What follows belongs to an exercise in optimizing a design on an open flow for small area and a short achievable clock period; a production flow would make more cautious choices. At most, simulation tests tie the RTL to the original design; equivalence was not proved.

==> flow/design.v (excerpt) <==
module Horner(input clk,
              input rst,
              input [31:0] x,
              input [31:0] cn,
              output wire [31:0] z);
    reg  a0_0;
    reg  a1_0;
    reg  a2_0;
    reg  a3_0;
    reg  a4_0;
    reg  a5_0;
    reg  a6_0;
    reg  a6_1;
    reg  a7_0;
    reg  a8_0;
    reg  a9_0;
    reg  a10_0;
    reg  a10_1;
    reg  a11_0;
    reg  a12_0;
    reg  a13_0;
    reg  a13_1;
    reg  a14_0;
    reg  a15_0;
    reg  a16_0;
    reg  a16_1;
    reg  a17_0;
    reg  a18_0;
    reg  a18_1;
    reg  a19_0;
    reg  a20_0;
    reg  a20_1;
    reg  a21_0;
    reg  a22_0;
    reg  a22_1;
    reg  a23_0;
    reg  a23_1;
    reg  a24_0;
    reg  a24_1;
    reg  a25_0;
    reg  a25_1;
    reg  a26_0;
    reg  a26_1;
    reg  a27_0;
    reg  a27_1;
    reg  a28_0;
    reg  a28_1;
    reg  a29_0;
    reg  a29_1;
    reg  a30_0;
    reg  a30_1;
    reg  a31_0;
    reg  a31_1;
    reg  a31_2;
    wire [31:0] acc;
    wire [31:0] cq = cn & {32{~rst}};
    assign z = acc;
    wire [31:0] am = acc & {32{~rst}};
    wire p6 = a6_0 ^ a6_1;
    wire g6 = a6_0 & a6_1;
    wire p10 = a10_0 ^ a10_1;
    wire g10 = a10_0 & a10_1;
    wire p13 = a13_0 ^ a13_1;
    wire g13 = a13_0 & a13_1;
    wire p16 = a16_0 ^ a16_1;
    wire g16 = a16_0 & a16_1;
    wire p18 = a18_0 ^ a18_1;
    wire g18 = a18_0 & a18_1;
    wire p20 = a20_0 ^ a20_1;
    wire g20 = a20_0 & a20_1;
    wire p22 = a22_0 ^ a22_1;
    wire g22 = a22_0 & a22_1;
    wire p23 = a23_0 ^ a23_1;
    wire g23 = a23_0 & a23_1;
    wire p24 = a24_0 ^ a24_1;
    wire g24 = a24_0 & a24_1;
    wire p25 = a25_0 ^ a25_1;
    wire g25 = a25_0 & a25_1;
    wire p26 = a26_0 ^ a26_1;
    wire g26 = a26_0 & a26_1;
    wire p27 = a27_0 ^ a27_1;
    wire g27 = a27_0 & a27_1;
  ...
Size: about 1400 cells after synthesis, about 98 I/O pins, roughly 13000 um2 of cells after synthesis.
==> flow/config.mk <==
export PLATFORM = sky130hd
export DESIGN_NAME = Horner
export DESIGN_NICKNAME = Horner
export VERILOG_FILES = /design/flow/design.v
export SDC_FILE = /design/flow/constraint.sdc
export NUM_CORES = 4
export LEC_CHECK = 0
export CAP_MARGIN = 20
export CORE_MARGIN = 2
export CORE_UTILIZATION = 60
export PLACE_DENSITY = 0.7
export SETUP_SLACK_MARGIN = 2.5
export SLEW_MARGIN = 20
==> flow/constraint.sdc <==
create_clock -name core_clock -period 8.5 [get_ports {clk}]
set_input_delay 1.7000 -clock core_clock [delete_from_list [all_inputs] [get_ports {clk}]]
set_output_delay 1.7000 -clock core_clock [all_outputs]
set_load 0.01 [all_outputs]
standard.sh (not shown) runs the stock make flow with config.mk's settings and CLKGATE_MAP_FILE= SYNTH_SCRIPT=/design/flow/synth_recipe.tcl, a recipe that flattens the netlist after the stock synthesis.
==> flow/flow/run.sh <==
#!/bin/bash
# Standard layout, with one netlist clean-up between synthesis and floorplan:
# fixinv.py removes the inverters synthesis leaves between full adders
# (a full adder is self-dual, so flipping its polarity needs no inverters).
set -euo pipefail
R=orfs/results/$FLOW_PLATFORM/Horner/base
bash standard.sh synth > synth.log 2>&1
cp $R/1_2_yosys.v $R/1_2_yosys.std.v
python3 flow/fixinv.py $R/1_2_yosys.std.v $R/1_2_yosys.v > fixinv.log 2>&1
rm -f $R/1_synth.odb $R/1_synth.sdc
bash standard.sh finish > layout.log 2>&1
Other scripts of this flow, unchanged in this note and not shown: flow/flow/fixinv.py
Edit:
--- a/flow/design.v
+++ b/flow/design.v
@@ -49,12 +49,19 @@
     reg  a29_1;
     reg  a30_0;
     reg  a30_1;
     reg  a31_0;
     reg  a31_1;
     reg  a31_2;
+    reg  a31_3;
+    reg  a31_4;
+    reg  a31_5;
+    reg  a31_6;
+    reg  a31_7;
+    reg  a31_8;
+    reg  a31_9;
     wire [31:0] acc;
     wire [31:0] cq = cn & {32{~rst}};
     assign z = acc;
     wire [31:0] am = acc & {32{~rst}};
     wire p6 = a6_0 ^ a6_1;
     wire g6 = a6_0 & a6_1;
@@ -83,13 +90,13 @@
     wire p28 = a28_0 ^ a28_1;
     wire g28 = a28_0 & a28_1;
     wire p29 = a29_0 ^ a29_1;
     wire g29 = a29_0 & a29_1;
     wire p30 = a30_0 ^ a30_1;
     wire g30 = a30_0 & a30_1;
-    wire p31 = a31_0 ^ a31_1 ^ a31_2;
+    wire p31 = a31_0 ^ a31_1 ^ a31_2 ^ a31_3 ^ a31_4 ^ a31_5 ^ a31_6 ^ a31_7 ^ a31_8 ^ a31_9;
     wire G1_1 = 1'b0 | (a1_0 & 1'b0);
     wire G1_2 = 1'b0 | (a2_0 & 1'b0);
     wire P1_2 = a2_0 & a1_0;
     wire G1_3 = 1'b0 | (a3_0 & 1'b0);
     wire P1_3 = a3_0 & a2_0;
     wire G1_4 = 1'b0 | (a4_0 & 1'b0);
@@ -1185,23 +1192,16 @@
     wire t13 = t9 ^ t10;
     wire t14 = t11 ^ t12;
     wire t15 = t13 ^ t14;
     wire t16 = fc226 ^ fc227;
     wire t17 = fc228 ^ fc229;
     wire t18 = fc230 ^ fc231;
-    wire t19 = t16 ^ t17;
-    wire t20 = t18 ^ fc232;
-    wire t21 = t19 ^ fc233;
-    wire t22 = fc234 ^ t20;
-    wire t23 = t21 ^ t22;
-    wire t24 = fc235 ^ fc236;
-    wire t25 = t23 ^ t24;
-    wire t26 = fc237 ^ t25;
-    wire t27 = fc238 ^ t26;
-    wire t28 = t27 ^ fc239;
-    wire t29 = t28 ^ fc240;
+    wire t19 = fc232 ^ fc233;
+    wire t20 = fc234 ^ fc235;
+    wire t21 = fc236 ^ fc237;
+    wire t22 = fc238 ^ fc239;
     always @(posedge clk) begin
         a0_0 <= fs0;
         a1_0 <= fs1;
         a2_0 <= fs3;
         a3_0 <= fs5;
         a4_0 <= fs8;
@@ -1243,11 +1243,18 @@
         a28_0 <= hc11;
         a28_1 <= hs12;
         a29_0 <= hc12;
         a29_1 <= hs13;
         a30_0 <= hc13;
         a30_1 <= hs14;
-        a31_0 <= t15;
-        a31_1 <= t29;
-        a31_2 <= hc14;
+        a31_0 <= t16;
+        a31_1 <= t17;
+        a31_2 <= t18;
+        a31_3 <= t15;
+        a31_4 <= t19;
+        a31_5 <= t20;
+        a31_6 <= t21;
+        a31_7 <= t22;
+        a31_8 <= fc240;
+        a31_9 <= hc14;
     end
 endmodule
After rerunning:
- The changed run finished with timing, DRC and antenna clean
- wire length came out lower by 4.0%
- register-to-register slack is about the same
- synthesized area went up by 1.3%
- final cell count is about the same
- global-route usage decreases by 1.8 points
Only the layout flow was run in the second run of this note; the RTL was not checked for function there.

========
Setup of lane 1:
Another version of the RTL of Horner (not shown whole).
For scale: roughly 98 I/O pins, roughly 14000 µm² of cells after synthesis.
==> flow/config.mk <==
export PLATFORM = sky130hd
export DESIGN_NAME = Horner
export DESIGN_NICKNAME = Horner
export VERILOG_FILES = /design/flow/design.v
export SDC_FILE = /design/flow/constraint.sdc
export NUM_CORES = 4
export LEC_CHECK = 0
export CAP_MARGIN = 20
export CORE_MARGIN = 2
export CORE_UTILIZATION = 60
export PLACE_DENSITY = 0.7
export SETUP_SLACK_MARGIN = 2.5
export SLEW_MARGIN = 20
==> flow/constraint.sdc <==
create_clock -name core_clock -period 8.5 [get_ports {clk}]
set_input_delay 1.7000 -clock core_clock [delete_from_list [all_inputs] [get_ports {clk}]]
set_output_delay 1.7000 -clock core_clock [all_outputs]
set_load 0.01 [all_outputs]
Scripts as last shown in full above: flow/flow/run.sh
Other scripts of this flow, unchanged in this note and not shown: flow/flow/fixinv.py
Relative to lane 1, the following input files were edited for lane 2:
--- a/flow/design.v
+++ b/flow/design.v
@@ -49,12 +49,19 @@
     reg  a29_1;
     reg  a30_0;
     reg  a30_1;
     reg  a31_0;
     reg  a31_1;
     reg  a31_2;
+    reg  a31_3;
+    reg  a31_4;
+    reg  a31_5;
+    reg  a31_6;
+    reg  a31_7;
+    reg  a31_8;
+    reg  a31_9;
     wire [31:0] acc;
     wire [31:0] cq = cn & {32{~rst}};
     assign z = acc;
     wire [31:0] am = acc & {32{~rst}};
     wire p6 = a6_0 ^ a6_1;
     wire g6 = a6_0 & a6_1;
@@ -83,13 +90,13 @@
     wire p28 = a28_0 ^ a28_1;
     wire g28 = a28_0 & a28_1;
     wire p29 = a29_0 ^ a29_1;
     wire g29 = a29_0 & a29_1;
     wire p30 = a30_0 ^ a30_1;
     wire g30 = a30_0 & a30_1;
-    wire p31 = a31_0 ^ a31_1 ^ a31_2;
+    wire p31 = a31_0 ^ a31_1 ^ a31_2 ^ a31_3 ^ a31_4 ^ a31_5 ^ a31_6 ^ a31_7 ^ a31_8 ^ a31_9;
     wire G1_1 = 1'b0 | (a1_0 & 1'b0);
     wire G1_2 = 1'b0 | (a2_0 & 1'b0);
     wire P1_2 = a2_0 & a1_0;
     wire G1_3 = 1'b0 | (a3_0 & 1'b0);
     wire P1_3 = a3_0 & a2_0;
     wire G1_4 = 1'b0 | (a4_0 & 1'b0);
@@ -1185,23 +1192,16 @@
     wire t13 = t9 ^ t10;
     wire t14 = t11 ^ t12;
     wire t15 = t13 ^ t14;
     wire t16 = fc226 ^ fc227;
     wire t17 = fc228 ^ fc229;
     wire t18 = fc230 ^ fc231;
-    wire t19 = t16 ^ t17;
-    wire t20 = t18 ^ t19;
-    wire t21 = fc232 ^ fc233;
-    wire t22 = fc234 ^ t20;
-    wire t23 = t21 ^ t22;
-    wire t24 = fc235 ^ fc236;
-    wire t25 = t23 ^ t24;
-    wire t26 = t25 ^ fc237;
-    wire t27 = fc238 ^ t26;
-    wire t28 = t27 ^ fc239;
-    wire t29 = t28 ^ fc240;
+    wire t19 = fc232 ^ fc233;
+    wire t20 = fc234 ^ fc235;
+    wire t21 = fc236 ^ fc237;
+    wire t22 = fc238 ^ fc239;
     always @(posedge clk) begin
         a0_0 <= fs0;
         a1_0 <= fs1;
         a2_0 <= fs3;
         a3_0 <= fs5;
         a4_0 <= fs8;
@@ -1243,11 +1243,18 @@
         a28_0 <= hc11;
         a28_1 <= hs12;
         a29_0 <= hc12;
         a29_1 <= hs13;
         a30_0 <= hc13;
         a30_1 <= hs14;
-        a31_0 <= t15;
-        a31_1 <= t29;
-        a31_2 <= hc14;
+        a31_0 <= t16;
+        a31_1 <= t17;
+        a31_2 <= t18;
+        a31_3 <= t15;
+        a31_4 <= t19;
+        a31_5 <= t20;
+        a31_6 <= t21;
+        a31_7 <= t22;
+        a31_8 <= fc240;
+        a31_9 <= hc14;
     end
 endmodule
[summary]
The initial DRC count in lane 2 was higher than what lane 1 gave. On lane 2: post-synthesis cell count is 21 lower than what lane 1 gave. Compared with lane 1, lane 2 shows a growth of design area from synthesis to finish that is 0.58 points lower. Diff lane 1 -> lane 2: time the worst path needs with I/O delays and setup fell 0.034 ns, via count lost about 0.6%, total standard cell area after synthesis moved down.
Only the layout flow was run in lane 1; the RTL was not checked for function there.

========
Another version of the RTL of Horner (not shown whole).
Size in the first run: ~98 I/O pins, ~13000 µm² of cells after synthesis.
==> flow/design.v (excerpt) <==
module Horner(input clk,
              input rst,
              input [31:0] x,
              input [31:0] cn,
              output wire [31:0] z);
    reg  a0_0;
    reg  a1_0;
    reg  a2_0;
    reg  a3_0;
    reg  a4_0;
    reg  a5_0;
    reg  a6_0;
    reg  a6_1;
    reg  a7_0;
    reg  a8_0;
    reg  a9_0;
    reg  a10_0;
    reg  a10_1;
    reg  a11_0;
    reg  a12_0;
    reg  a13_0;
    reg  a13_1;
    reg  a14_0;
    reg  a15_0;
    reg  a16_0;
    reg  a16_1;
    reg  a17_0;
    reg  a18_0;
    reg  a18_1;
    reg  a19_0;
    reg  a20_0;
    reg  a20_1;
    reg  a21_0;
    reg  a22_0;
    reg  a22_1;
    reg  a23_0;
    reg  a23_1;
    reg  a24_0;
    reg  a24_1;
    reg  a25_0;
    reg  a25_1;
    reg  a26_0;
    reg  a26_1;
    reg  a27_0;
    reg  a27_1;
    reg  a28_0;
    reg  a28_1;
    reg  a29_0;
    reg  a29_1;
    reg  a30_0;
    reg  a30_1;
    reg  a31_0;
    reg  a31_1;
    wire [31:0] acc;
    wire [31:0] cq = cn & {32{~rst}};
    assign z = acc;
    wire [31:0] am = acc & {32{~rst}};
    wire p6 = a6_0 ^ a6_1;
    wire g6 = a6_0 & a6_1;
    wire p10 = a10_0 ^ a10_1;
    wire g10 = a10_0 & a10_1;
    wire p13 = a13_0 ^ a13_1;
    wire g13 = a13_0 & a13_1;
    wire p16 = a16_0 ^ a16_1;
    wire g16 = a16_0 & a16_1;
    wire p18 = a18_0 ^ a18_1;
    wire g18 = a18_0 & a18_1;
    wire p20 = a20_0 ^ a20_1;
    wire g20 = a20_0 & a20_1;
    wire p22 = a22_0 ^ a22_1;
    wire g22 = a22_0 & a22_1;
    wire p23 = a23_0 ^ a23_1;
    wire g23 = a23_0 & a23_1;
    wire p24 = a24_0 ^ a24_1;
    wire g24 = a24_0 & a24_1;
    wire p25 = a25_0 ^ a25_1;
    wire g25 = a25_0 & a25_1;
    wire p26 = a26_0 ^ a26_1;
    wire g26 = a26_0 & a26_1;
    wire p27 = a27_0 ^ a27_1;
    wire g27 = a27_0 & a27_1;
    wire p28 = a28_0 ^ a28_1;
    wire g28 = a28_0 & a28_1;
    wire p29 = a29_0 ^ a29_1;
    wire g29 = a29_0 & a29_1;
  ...
Settings: LEC_CHECK=0, CAP_MARGIN=20, CORE_MARGIN=2, CORE_UTILIZATION=60, PLACE_DENSITY=0.7, SETUP_SLACK_MARGIN=2.5, SLEW_MARGIN=20; clock period 8.5 ns.
==> flow/flow/run.sh <==
#!/bin/bash
set -euo pipefail
R=orfs/results/$FLOW_PLATFORM/Horner/base
bash standard.sh synth > synth.log 2>&1
cp $R/1_2_yosys.v $R/1_2_yosys.std.v
python3 flow/mapnet.py "$FLOW_DESIGN" $R/1_2_yosys.map.v > mapnet.log 2>&1
regs() { grep -o 'dfxtp_1 \\[^ ]*' "$1" | sort; }
if [[ "$(regs $R/1_2_yosys.std.v)" == "$(regs $R/1_2_yosys.map.v)" ]]; then
  echo "registers match: using the mapped netlist" >> mapnet.log
  cp $R/1_2_yosys.map.v $R/1_2_yosys.v
else
  echo "registers differ: using the standard netlist" >> mapnet.log
  python3 flow/fixinv.py $R/1_2_yosys.std.v $R/1_2_yosys.v > fixinv.log 2>&1
fi
rm -f $R/1_synth.odb $R/1_synth.sdc
bash standard.sh finish > layout.log 2>&1
Other scripts of this flow, unchanged in this note and not shown: flow/flow/fixinv.py, flow/flow/mapnet.py
Next try:
--- a/flow/design.v
+++ b/flow/design.v
@@ -43,22 +43,23 @@
     reg  a26_1;
     reg  a27_0;
     reg  a27_1;
     reg  a28_0;
     reg  a28_1;
     reg  a29_0;
     reg  a29_1;
     reg  a30_0;
     reg  a30_1;
     reg  a31_0;
     reg  a31_1;
+    reg  a31_2;
     wire [31:0] acc;
     wire [31:0] cq = cn & {32{~rst}};
     assign z = acc;
     wire [31:0] am = acc & {32{~rst}};
     wire p6 = a6_0 ^ a6_1;
     wire g6 = a6_0 & a6_1;
     wire p10 = a10_0 ^ a10_1;
     wire g10 = a10_0 & a10_1;
     wire p13 = a13_0 ^ a13_1;
     wire g13 = a13_0 & a13_1;
     wire p16 = a16_0 ^ a16_1;
@@ -77,23 +78,23 @@
     wire g25 = a25_0 & a25_1;
     wire p26 = a26_0 ^ a26_1;
     wire g26 = a26_0 & a26_1;
     wire p27 = a27_0 ^ a27_1;
     wire g27 = a27_0 & a27_1;
     wire p28 = a28_0 ^ a28_1;
     wire g28 = a28_0 & a28_1;
     wire p29 = a29_0 ^ a29_1;
     wire g29 = a29_0 & a29_1;
     wire p30 = a30_0 ^ a30_1;
     wire g30 = a30_0 & a30_1;
-    wire p31 = a31_0 ^ a31_1;
+    wire p31 = a31_0 ^ a31_1 ^ a31_2;
     wire G1_1 = 1'b0 | (a1_0 & 1'b0);
     wire G1_2 = 1'b0 | (a2_0 & 1'b0);
     wire P1_2 = a2_0 & a1_0;
     wire G1_3 = 1'b0 | (a3_0 & 1'b0);
     wire P1_3 = a3_0 & a2_0;
     wire G1_4 = 1'b0 | (a4_0 & 1'b0);
     wire P1_4 = a4_0 & a3_0;
     wire G1_5 = 1'b0 | (a5_0 & 1'b0);
     wire P1_5 = a5_0 & a4_0;
     wire G1_6 = g6 | (p6 & 1'b0);
     wire P1_6 = p6 & a5_0;
@@ -1171,42 +1172,41 @@
     wire t0 = cq[31] ^ pp15_1;
     wire t1 = pp14_3 ^ pp13_5;
     wire t2 = pp12_7 ^ pp11_9;
     wire t3 = pp10_11 ^ pp9_13;
     wire t4 = t0 ^ pp8_15;
     wire t5 = pp3_25 ^ pp4_23;
     wire t6 = pp2_27 ^ pp1_29;
     wire t7 = pp0_31 ^ pp5_21;
     wire t8 = pp6_19 ^ pp7_17;
     wire t9 = t1 ^ t2;
     wire t10 = t3 ^ t4;
-    wire t11 = t5 ^ fc226;
-    wire t12 = t6 ^ t7;
-    wire t13 = t8 ^ t9;
-    wire t14 = fc227 ^ t10;
-    wire t15 = fc228 ^ t11;
-    wire t16 = t12 ^ fc229;
-    wire t17 = fc230 ^ t13;
-    wire t18 = fc231 ^ t14;
-    wire t19 = t15 ^ t16;
-    wire t20 = t17 ^ t18;
-    wire t21 = fc232 ^ t19;
-    wire t22 = fc233 ^ t20;
-    wire t23 = fc234 ^ t21;
-    wire t24 = t22 ^ t23;
-    wire t25 = fc235 ^ fc236;
-    wire t26 = t24 ^ t25;
-    wire t27 = fc237 ^ t26;
-    wire t28 = fc238 ^ t27;
-    wire t29 = t28 ^ fc239;
-    wire t30 = t29 ^ fc240;
+    wire t11 = t5 ^ t6;
+    wire t12 = t7 ^ t8;
+    wire t13 = t9 ^ t10;
+    wire t14 = t11 ^ t12;
+    wire t15 = t13 ^ t14;
+    wire t16 = fc226 ^ fc227;
+    wire t17 = fc228 ^ fc229;
+    wire t18 = fc230 ^ fc231;
+    wire t19 = t16 ^ t17;
+    wire t20 = t18 ^ fc232;
+    wire t21 = t19 ^ fc233;
+    wire t22 = fc234 ^ t20;
+    wire t23 = t21 ^ t22;
+    wire t24 = fc235 ^ fc236;
+    wire t25 = t23 ^ t24;
+    wire t26 = fc237 ^ t25;
+    wire t27 = fc238 ^ t26;
+    wire t28 = t27 ^ fc239;
+    wire t29 = t28 ^ fc240;
     always @(posedge clk) begin
         a0_0 <= fs0;
         a1_0 <= fs1;
         a2_0 <= fs3;
         a3_0 <= fs5;
         a4_0 <= fs8;
         a5_0 <= fs11;
         a6_0 <= hs0;
         a6_1 <= fc11;
         a7_0 <= fs18;
         a8_0 <= fs23;
@@ -1238,15 +1238,16 @@
         a25_1 <= hs9;
         a26_0 <= fs184;
         a26_1 <= hs10;
         a27_0 <= hc10;
         a27_1 <= hs11;
         a28_0 <= hc11;
         a28_1 <= hs12;
         a29_0 <= hc12;
         a29_1 <= hs13;
         a30_0 <= hc13;
         a30_1 <= hs14;
-        a31_0 <= t30;
-        a31_1 <= hc14;
+        a31_0 <= t15;
+        a31_1 <= t29;
+        a31_2 <= hc14;
     end
 endmodule
Outcome:
- clock-buffer cell count rises by 1
- routed wire length is lower by 1.0%
- non-clock buffer count came out higher by 3
- die area stays flat
- final area falls by 0.68%
- worst hold slack improved by 0.034 ns
- setup slack gets worse by 0.024 ns
- via count is lower by 1.6%
- synthesized cell count barely changes
Function not checked in the first run of this note: the RTL went through the layout flow alone.

-- port drivers added, routing unchanged --
Ports are ideal in the flow. The routed layouts listed here were re-timed in OpenROAD.
Step 1: set_driving_cell puts a clkbuf_16 on clk and a buf_2 on each other input, an assumption about the parent block.
Step 2, shift: input delay + t, output delay - t, t = (earliest + latest rising clock arrival at the registers) / 2. This alone moves slack from input paths to output paths.
Slacks: no drivers / after step 1 / after step 2; pairs: no drivers / after step 1.
run | t (ns) | setup slack, ns | pins driven straight from the clock port
the first run of note 1 | 0.349 | 2.465 / 2.386 / 2.037 | 1
the second run of note 1 | 0.360 | 2.518 / 2.493 / 2.133 | 1
lane 1 | 0.351 | 2.485 / 2.485 / 2.172 | 1
lane 2 | 0.365 | 2.519 / 2.519 / 2.208 | 1
the first run of note 3 | 0.349 | 2.604 / 2.622 / 2.273 | 1
the second run of note 3 | 0.341 | 2.580 / 2.568 / 2.228 | 1
After both steps every run listed still meets setup and hold. The setup slack of the first run of note 1, which loses most, moves by -0.079 ns with the drivers and by -0.428 ns with both steps.
